Source: an optimization exercise on an open RTL-to-GDS flow (aim: small area and a short achievable clock period). Production flows keep margins and buffers that such runs may drop.
The RTL was checked by simulation tests, not by an equivalence proof against the original design.

==> design/flow/design.v <==
module decoder2x4 (decoder_fun, enable_1, enable_2, enable_3, enable_4);
    input [1:0] decoder_fun;
    output enable_1;
    output enable_2;
    output enable_3;
    output enable_4;
    reg enable_1;
    reg enable_2;
    reg enable_3;
    reg enable_4;
    always @(*) 
    begin
        enable_1=0;
        enable_2=0;
        enable_3=0;
        enable_4=0;
        case (decoder_fun)
        2'b00:enable_1=1;
        2'b01:enable_2=1;
        2'b10:enable_3=1;
        2'b11:enable_4=1;
        endcase
    end
endmodule
module arithmatic_unit #(parameter width = 16) (a, b, clk, rst,
    arith_fun, arith_enable, arith_out, carry_out, arith_flag);
    input [width-1:0] a;
    input [width-1:0] b;
    input [1:0] arith_fun;
    input  clk,rst;
    input arith_enable;
    output [2*width-1:0] arith_out;
    output carry_out;
    output arith_flag;
    reg [2*width-1:0] arith_out;
    wire carry_out;
    reg arith_flag;
    assign carry_out = arith_out[16];
    always@(posedge clk or negedge rst)
    begin
        if(!rst) 
        begin
            arith_out<=0;
            arith_flag<=0;
        end
        else if (arith_enable==1)
        begin
            case (arith_fun)
            2'b00:begin arith_out <= a+b;  arith_flag<=1; end
            2'b01:begin arith_out <= a-b;  arith_flag<=1; end
            2'b10:begin arith_out <= a*b;  arith_flag<=1; end
            2'b11:begin arith_out <= (b==0)? 0 : a/b;  arith_flag<=1; end
            endcase
        end
        else begin arith_out<=0; arith_flag<=0; end
    end
endmodule
module logic_unit #(parameter width = 16) (a, b, clk, rst,
    logic_fun, logic_enable, logic_out, logic_flag);
    input [width-1:0] a;
    input [width-1:0] b;
    input [1:0] logic_fun;
    input  clk,rst;
    input logic_enable;
    output [2*width-1:0] logic_out;
    output logic_flag;
    reg [2*width-1:0] logic_out;
    reg logic_flag;
    always@(posedge clk or negedge rst)
    begin
        if(!rst)
        begin
            logic_out<=0;
            logic_flag<=0;
        end
        else if (logic_enable==1)
        begin
            case (logic_fun)
            2'b00:begin  logic_out <= a&b;       logic_flag<=1; end
            2'b01:begin  logic_out <= a|b;       logic_flag<=1; end
            2'b10:begin  logic_out <= ~(a&b);    logic_flag<=1; end
            2'b11:begin  logic_out <= ~(a|b);    logic_flag<=1; end
            endcase
        end
        else begin logic_out<=0; logic_flag<=0;  end
    end
endmodule
module cmp_unit #(parameter width = 16) (a, b, clk, rst,
    cmp_fun, cmp_enable, cmp_out, cmp_flag);
    input [width-1:0] a;
    input [width-1:0] b;
    input [1:0] cmp_fun;
    input  clk,rst;
    input cmp_enable;
    output [2*width-1:0] cmp_out;
    output cmp_flag;
    reg [2*width-1:0] cmp_out;
    reg cmp_flag;
    always@(posedge clk or negedge rst)
    begin
        if(!rst)
        begin  
            cmp_out<=0;
            cmp_flag<=0;
        end
        else if (cmp_enable==1)
            begin
            case (cmp_fun)
            2'b00:begin  cmp_out <= 0;          cmp_flag<=1; end
            2'b01:begin  cmp_out <= a==b? 1:0;  cmp_flag<=1; end
            2'b10:begin  cmp_out <= a>b?  2:0;  cmp_flag<=1; end
            2'b11:begin  cmp_out <= a<b?  3:0;  cmp_flag<=1; end
            endcase
            end
        else begin cmp_out<=0; cmp_flag<=0;  end
    end
endmodule
module shift_unit #(parameter width = 16) (a, b, clk, rst,
 shift_fun, shift_enable, shift_out, shift_flag);
    input [width-1:0] a;
    input [width-1:0] b;
    input [1:0] shift_fun;
    input  clk,rst;
    input shift_enable;
    output [2*width-1:0] shift_out;
    output shift_flag;
    reg [2*width-1:0] shift_out;
    reg shift_flag;
    always@(posedge clk or negedge rst)
    begin
        if(!rst)
        begin
            shift_out<=0;
            shift_flag<=0;
        end
        else if (shift_enable==1)
        begin
            case (shift_fun)
            2'b00:begin  shift_out <= a >> 1;    shift_flag<=1; end
            2'b01:begin  shift_out <= a << 1;    shift_flag<=1; end
            2'b10:begin  shift_out <= b >> 1;    shift_flag<=1; end
            2'b11:begin  shift_out <= b << 1;    shift_flag<=1; end
            endcase
        end
        else begin shift_out<=0; shift_flag<=0;  end
    end
endmodule
module ALU_TOP #(parameter width_top = 16) (A, B, ALU_FUN,
    CLK,RST,
    ARITH_OUT,
    LOGIC_OUT,
    CMP_OUT,
    SHIFT_OUT,
    CARRY_OUT,
    ARITH_FLAG_OUT,
    LOGIC_FLAG_OUT,
    CMP_FLAG_OUT,
    SHIFT_FLAG_OUT
    );
    input [width_top-1:0] A;
    input [width_top-1:0] B;
    input [3:0] ALU_FUN;
    input CLK;
    input RST;
    output [2*width_top-1:0] ARITH_OUT;
    output [2*width_top-1:0] LOGIC_OUT;
    output [2*width_top-1:0] CMP_OUT;
    output [2*width_top-1:0] SHIFT_OUT;
    output CARRY_OUT;
    output ARITH_FLAG_OUT;
    output LOGIC_FLAG_OUT;
    output CMP_FLAG_OUT;
    output SHIFT_FLAG_OUT;
    wire [2*width_top-1:0] ARITH_OUT;
    wire [2*width_top-1:0] LOGIC_OUT;
    wire [2*width_top-1:0] CMP_OUT;
    wire [2*width_top-1:0] SHIFT_OUT;
    wire CARRY_OUT;
    wire ARITH_EN;
    wire LOGIC_EN;
    wire CMP_EN;
    wire SHIFT_EN;
    wire [1:0] DECODER_FUN;
    wire [1:0] UNITS_FUN;
    assign {DECODER_FUN,UNITS_FUN}=ALU_FUN;
    decoder2x4 decoder2x4_TOP (
        .decoder_fun(DECODER_FUN),
        .enable_1(ARITH_EN),
        .enable_2(LOGIC_EN),
        .enable_3(CMP_EN),
        .enable_4(SHIFT_EN)
    );
    arithmatic_unit #(.width(width_top)) arithmatic_unit_TOP (
        .a(A),
        .b(B),
        .arith_fun(UNITS_FUN),
        .clk(CLK),
        .rst(RST),
        .arith_enable(ARITH_EN),
        .arith_out(ARITH_OUT),
        .carry_out(CARRY_OUT),
        .arith_flag(ARITH_FLAG_OUT)
    );
        logic_unit #(.width(width_top)) logic_unit_TOP (
        .a(A),
        .b(B),
        .logic_fun(UNITS_FUN),
        .clk(CLK),
        .rst(RST),
        .logic_enable(LOGIC_EN),
        .logic_out(LOGIC_OUT),
        .logic_flag(LOGIC_FLAG_OUT)
    );
        cmp_unit #(.width(width_top)) cmp_unit_TOP (
        .a(A),
        .b(B),
        .cmp_fun(UNITS_FUN),
        .clk(CLK),
        .rst(RST),
        .cmp_enable(CMP_EN),
        .cmp_out(CMP_OUT),
        .cmp_flag(CMP_FLAG_OUT)
    );
        shift_unit #(.width(width_top)) shift_unit_TOP (
        .a(A),
        .b(B),
        .shift_fun(UNITS_FUN),
        .clk(CLK),
        .rst(RST),
        .shift_enable(SHIFT_EN),
        .shift_out(SHIFT_OUT),
        .shift_flag(SHIFT_FLAG_OUT)
    );
endmodule
==> design/flow/run.sh <==
#!/bin/bash
# synth_recipe.tcl (not shown) runs the flow's synth.tcl, then flattens the netlist and writes it again
# the make line also repeats each setting of config.mk as NAME=value (left out here)
make -C /OpenROAD-flow-scripts/flow DESIGN_CONFIG=/design/flow/config.mk WORK_HOME=/design/flow/orfs CLKGATE_MAP_FILE= SYNTH_SCRIPT=/design/flow/synth_recipe.tcl finish
==> design/flow/config.mk <==
export PLATFORM = sky130hd
export DESIGN_NAME = ALU_TOP
export DESIGN_NICKNAME = ALU_TOP
export VERILOG_FILES = /design/flow/design.v
export SDC_FILE = /design/flow/constraint.sdc
export NUM_CORES = 4
export LEC_CHECK = 0
export CAP_MARGIN = 20
export CORE_MARGIN = 2
export CORE_UTILIZATION = 40
export SLEW_MARGIN = 20
==> design/flow/constraint.sdc <==
create_clock -name core_clock -period 130.0 [get_ports {CLK}]
set_input_delay 26.0000 -clock core_clock [delete_from_list [all_inputs] [get_ports {CLK}]]
set_output_delay 26.0000 -clock core_clock [all_outputs]
set_load 0.01 [all_outputs]
==> results_dict.tcl <==
set metrics [dict create \
    status "finished clean" \
    dieHeight_um 302.7 \
    post_drt_via_cell_ratio 5.851 \
    postSynthRegisterBits 72 \
    grt_antenna_before_repair 3 \
    dieWidth_um 302.7 \
    timing.critical_path.slowest_stage_cell "sky130_fd_sc_hd__a221o_1" \
    gr-usage-all-layers_pct 25.31 \
    timing.fmax_mhz 8.221 \
    arrival_ns 121.88 \
    crit_top_cell "sky130_fd_sc_hd__o21a_1" \
    final_layout_size_suffix_gt1_share_pct 7.805 \
    htree_num_levels 3 \
    final.period_utilization_pct 93.57 \
    cts_made_buffers 9 \
    leading_cell_types_by_total_area_after_synthesis "sky130_fd_sc_hd__ha_1 (19%), sky130_fd_sc_hd__fa_1 (11%), sky130_fd_sc_hd__nor2_1 (5.4%)" \
    netlist_top_cells_count "sky130_fd_sc_hd__ha_1 (546), sky130_fd_sc_hd__nor2_1 (510), sky130_fd_sc_hd__nand2_1 (444), sky130_fd_sc_hd__a21oi_1 (330), sky130_fd_sc_hd__inv_1 (319)" \
    ios 171 \
    drt.antenna.violating_nets 0 \
    finalWeightedCongestion 0.9568 \
    synth.most_common_cell "sky130_fd_sc_hd__ha_1" \
    timing.max_cap.violations 0 \
    synth_area_mm2 0.03568 \
    crit_path_max_incr_delay_ns 0.62 \
    critical_path_peak_fanout 39 \
    port_buffers 125 \
    actual_slew_at_the_worst_max_slew_pin_ns 1.100 \
    max-slew-margin-rel_pct 26.19 \
    dominantRegCellSynth "sky130_fd_sc_hd__dfrtp_1" \
    synth_top_cell_by_area "sky130_fd_sc_hd__ha_1" \
    setup_total_negative_slack_ns 0 \
    rsz0062_at_grt "false" \
    fp-row-count 109 \
    timing.hold.ws_ns 25.48 \
    postSynthCellCount 4725 \
    drt_iter0_drc 2710 \
    crit_path_start_kind "input pin" \
    worst_path_clk_slew_ns 0.07 \
    detailed_place_hpwl_um 91280 \
    pin_count_of_the_biggest_net_entering_global_routing 67 \
    syn-mean-instance-area_um2 7.551 \
    number_of_enable_flip_flop_cells_after_synthesis 0 \
    grt_pass1_vias 33540 \
    worstPathRequired_ns 130.23 \
    yosys_warnings 5 \
    floorplan.die_area_mm2 0.09160 \
    floorplan.core_area_mm2 0.08837 \
    globalRoute.totalOverflow 0 \
    synth-async-reset-ratio_pct 100.0 \
    via_count 34786 \
    timing.setup.critical_path_class "in2reg" \
    post-route-min-period_ns 121.65 \
    synth_cell_type_count 130 \
    postRouteWirelength_um 117200 \
    clock_tree.root_cell "sky130_fd_sc_hd__clkbuf_16" \
    drt-wirelength-per-cell_um 19.71 \
    synth-seq-area-share_pct 5.050 \
    initial_utilization_pct 40.37 \
    drc_errors 0 \
    finalNetCount 5555 \
    sink_count 72 \
    hp-class "in2async" \
    critPathCaptureType "register" \
    report.final.hold_viol_count 0 \
    grt_first_pass_wirelength_um 185600 \
    drt_pass1_iterations 6 \
    setup_viol_count_final 0 \
    post-synth-top-area-fraction_pct 19.15 \
    area_delta_synth_final_pct 7.989 \
    cts_tree "done" \
    cts_max_path_buffers 2 \
    finalMaxSlewViolations 0 \
]
worst paths after layout:
path	to	slack, ns	cells after the start	from
setup / recovery	arithmatic_unit_TOP.arith_out[0]$_DFF_PN0_	8.35	420	B[13]
hold / removal	arithmatic_unit_TOP.arith_out[21]$_DFF_PN0_	25.48	1	RST
max in group asynchronous	arithmatic_unit_TOP.arith_flag$_DFF_PN0_	103.41	2	RST
min in group core_clock	cmp_unit_TOP.cmp_flag$_DFF_PN0_	26.28	2	ALU_FUN[2]
layout by cell type, fill, tap and decap left out, types with 47 or more instances in the layout:
master | synthesis | final
sky130_fd_sc_hd__inv_1 | 319 | 315
sky130_fd_sc_hd__conb_1 | 1 | 61
sky130_fd_sc_hd__xnor2_1 | 181 | 181
sky130_fd_sc_hd__a211oi_1 | 50 | 47
sky130_fd_sc_hd__mux2_2 | 74 | 74
sky130_fd_sc_hd__fa_1 | 196 | 196
sky130_fd_sc_hd__nand3_1 | 60 | 59
sky130_fd_sc_hd__and2_1 | 63 | 63
sky130_fd_sc_hd__nand2_1 | 444 | 443
sky130_fd_sc_hd__o21a_1 | 205 | 205
sky130_fd_sc_hd__o21ai_0 | 158 | 158
sky130_fd_sc_hd__buf_4 | 62 | 82
sky130_fd_sc_hd__ha_1 | 546 | 546
sky130_fd_sc_hd__dfrtp_1 | 72 | 72
sky130_fd_sc_hd__clkdlybuf4s50_1 | 0 | 122
sky130_fd_sc_hd__nor2_1 | 510 | 505
sky130_fd_sc_hd__a21o_1 | 105 | 105
sky130_fd_sc_hd__a21oi_1 | 330 | 328
sky130_fd_sc_hd__or2_2 | 71 | 71
sky130_fd_sc_hd__xor2_1 | 87 | 87
sky130_fd_sc_hd__nor3_1 | 221 | 214
sky130_fd_sc_hd__o31ai_1 | 76 | 75
final cells by class:
cell class                 instances  area, um^2
antenna                            1       2.502
clock buffer                       9       225.2
clock inverter                     6       37.54
fill                            9069       49850
inverter                         328        1232
multi-input combinational       4158       31920
sequential                        72        1802
tap                             1165        1458
timing repair buffer             206        1847
worst max-delay path, delay by kind of cell:
kind | cells | cell delay [ns]
compound gates | 260 | 58.77
mux | 9 | 2.95
simple gates | 101 | 20.26
buf+inv | 19 | 4.10
fa+ha+maj | 31 | 9.54
registers in the layout, indices dropped and copies added (netlist names):
name,flops
arithmatic_unit_TOP.arith_flag,1
cmp_unit_TOP.cmp_out,2
shift_unit_TOP.shift_flag,1
logic_unit_TOP.logic_flag,1
cmp_unit_TOP.cmp_flag,1
shift_unit_TOP.shift_out,17
logic_unit_TOP.logic_out,17
arithmatic_unit_TOP.arith_out,32
per-stage QoR:
step                      cells  setup WS [ns]  utilization, %  instance area, um^2
after floorplan            4785          13.10               -                35900
after global placement     5923          6.609           43.07                38070
after detailed placement   5923          4.569           43.08                38070
after CTS                  5938          4.585           43.37                38330
after global routing       5945        0.08920           43.60                38530
final                      5945          8.353           43.60                38530
kinds of logic (layout without fill, tap and decap cells):
kind of cell	count (synthesis)	count (layout)	synth area share, %
AND/OR/NAND/NOR	1653	1653	21.93
multiplexers	120	120	4.194
flip-flops	72	72	5.050
buffers and inverters	555	549	6.572
XOR/XNOR	269	269	6.642
AO/OA/AOI/OAI	1307	1307	25.28
adder cells (fa/ha/maj)	748	748	30.32
other	1	62	0.01051
per-layer routing:
metal	up-vias	share of wire, %	GRT usage (%)
li1	16996	-	-
met1	16568	45	34.07
met2	1018	46	42.25
met3	204	5.8	2.642
met4	0	3.5	8.421
met5	-	0	0
repair_timing:
| item | 4_1_cts | 5_1_grt |
|---|---|---|
| setup buffers | 0 | 6 |
| endpoints found under the setup margin | 0 | 2 |
| gates resized for setup | 0 | 28 |
| hold buffers | 0 | 0 |

[separate check: timing with driven ports]
The results above use ideal ports. As a check the final layout listed here was re-extracted and re-timed, cells and wires unchanged. Step 1: set_driving_cell puts a clkbuf_16 on CLK and a buf_2 on each other input, an assumption about the parent block. Step 2 moves the port delays by t, midway between the first and last clock arrival at a register: inputs arrive t later, outputs are due t later. That takes back most of the time a late clock gives input paths. a / b / c = ideal / step 1 / step 2; a / b = the first two.
shift t [ns]: 0.425
slack for setup (ns): 8.353 / 8.374 / 7.949
hold slack, ns: 25.481 / 25.458 / 25.883
worst slew at a driven data input, ns: 0.09
cell pins on the clock port's net: 1
After both steps setup and hold are still met in this run. The setup slack of this run moves by +0.021 ns with the drivers and by -0.404 ns with both steps.
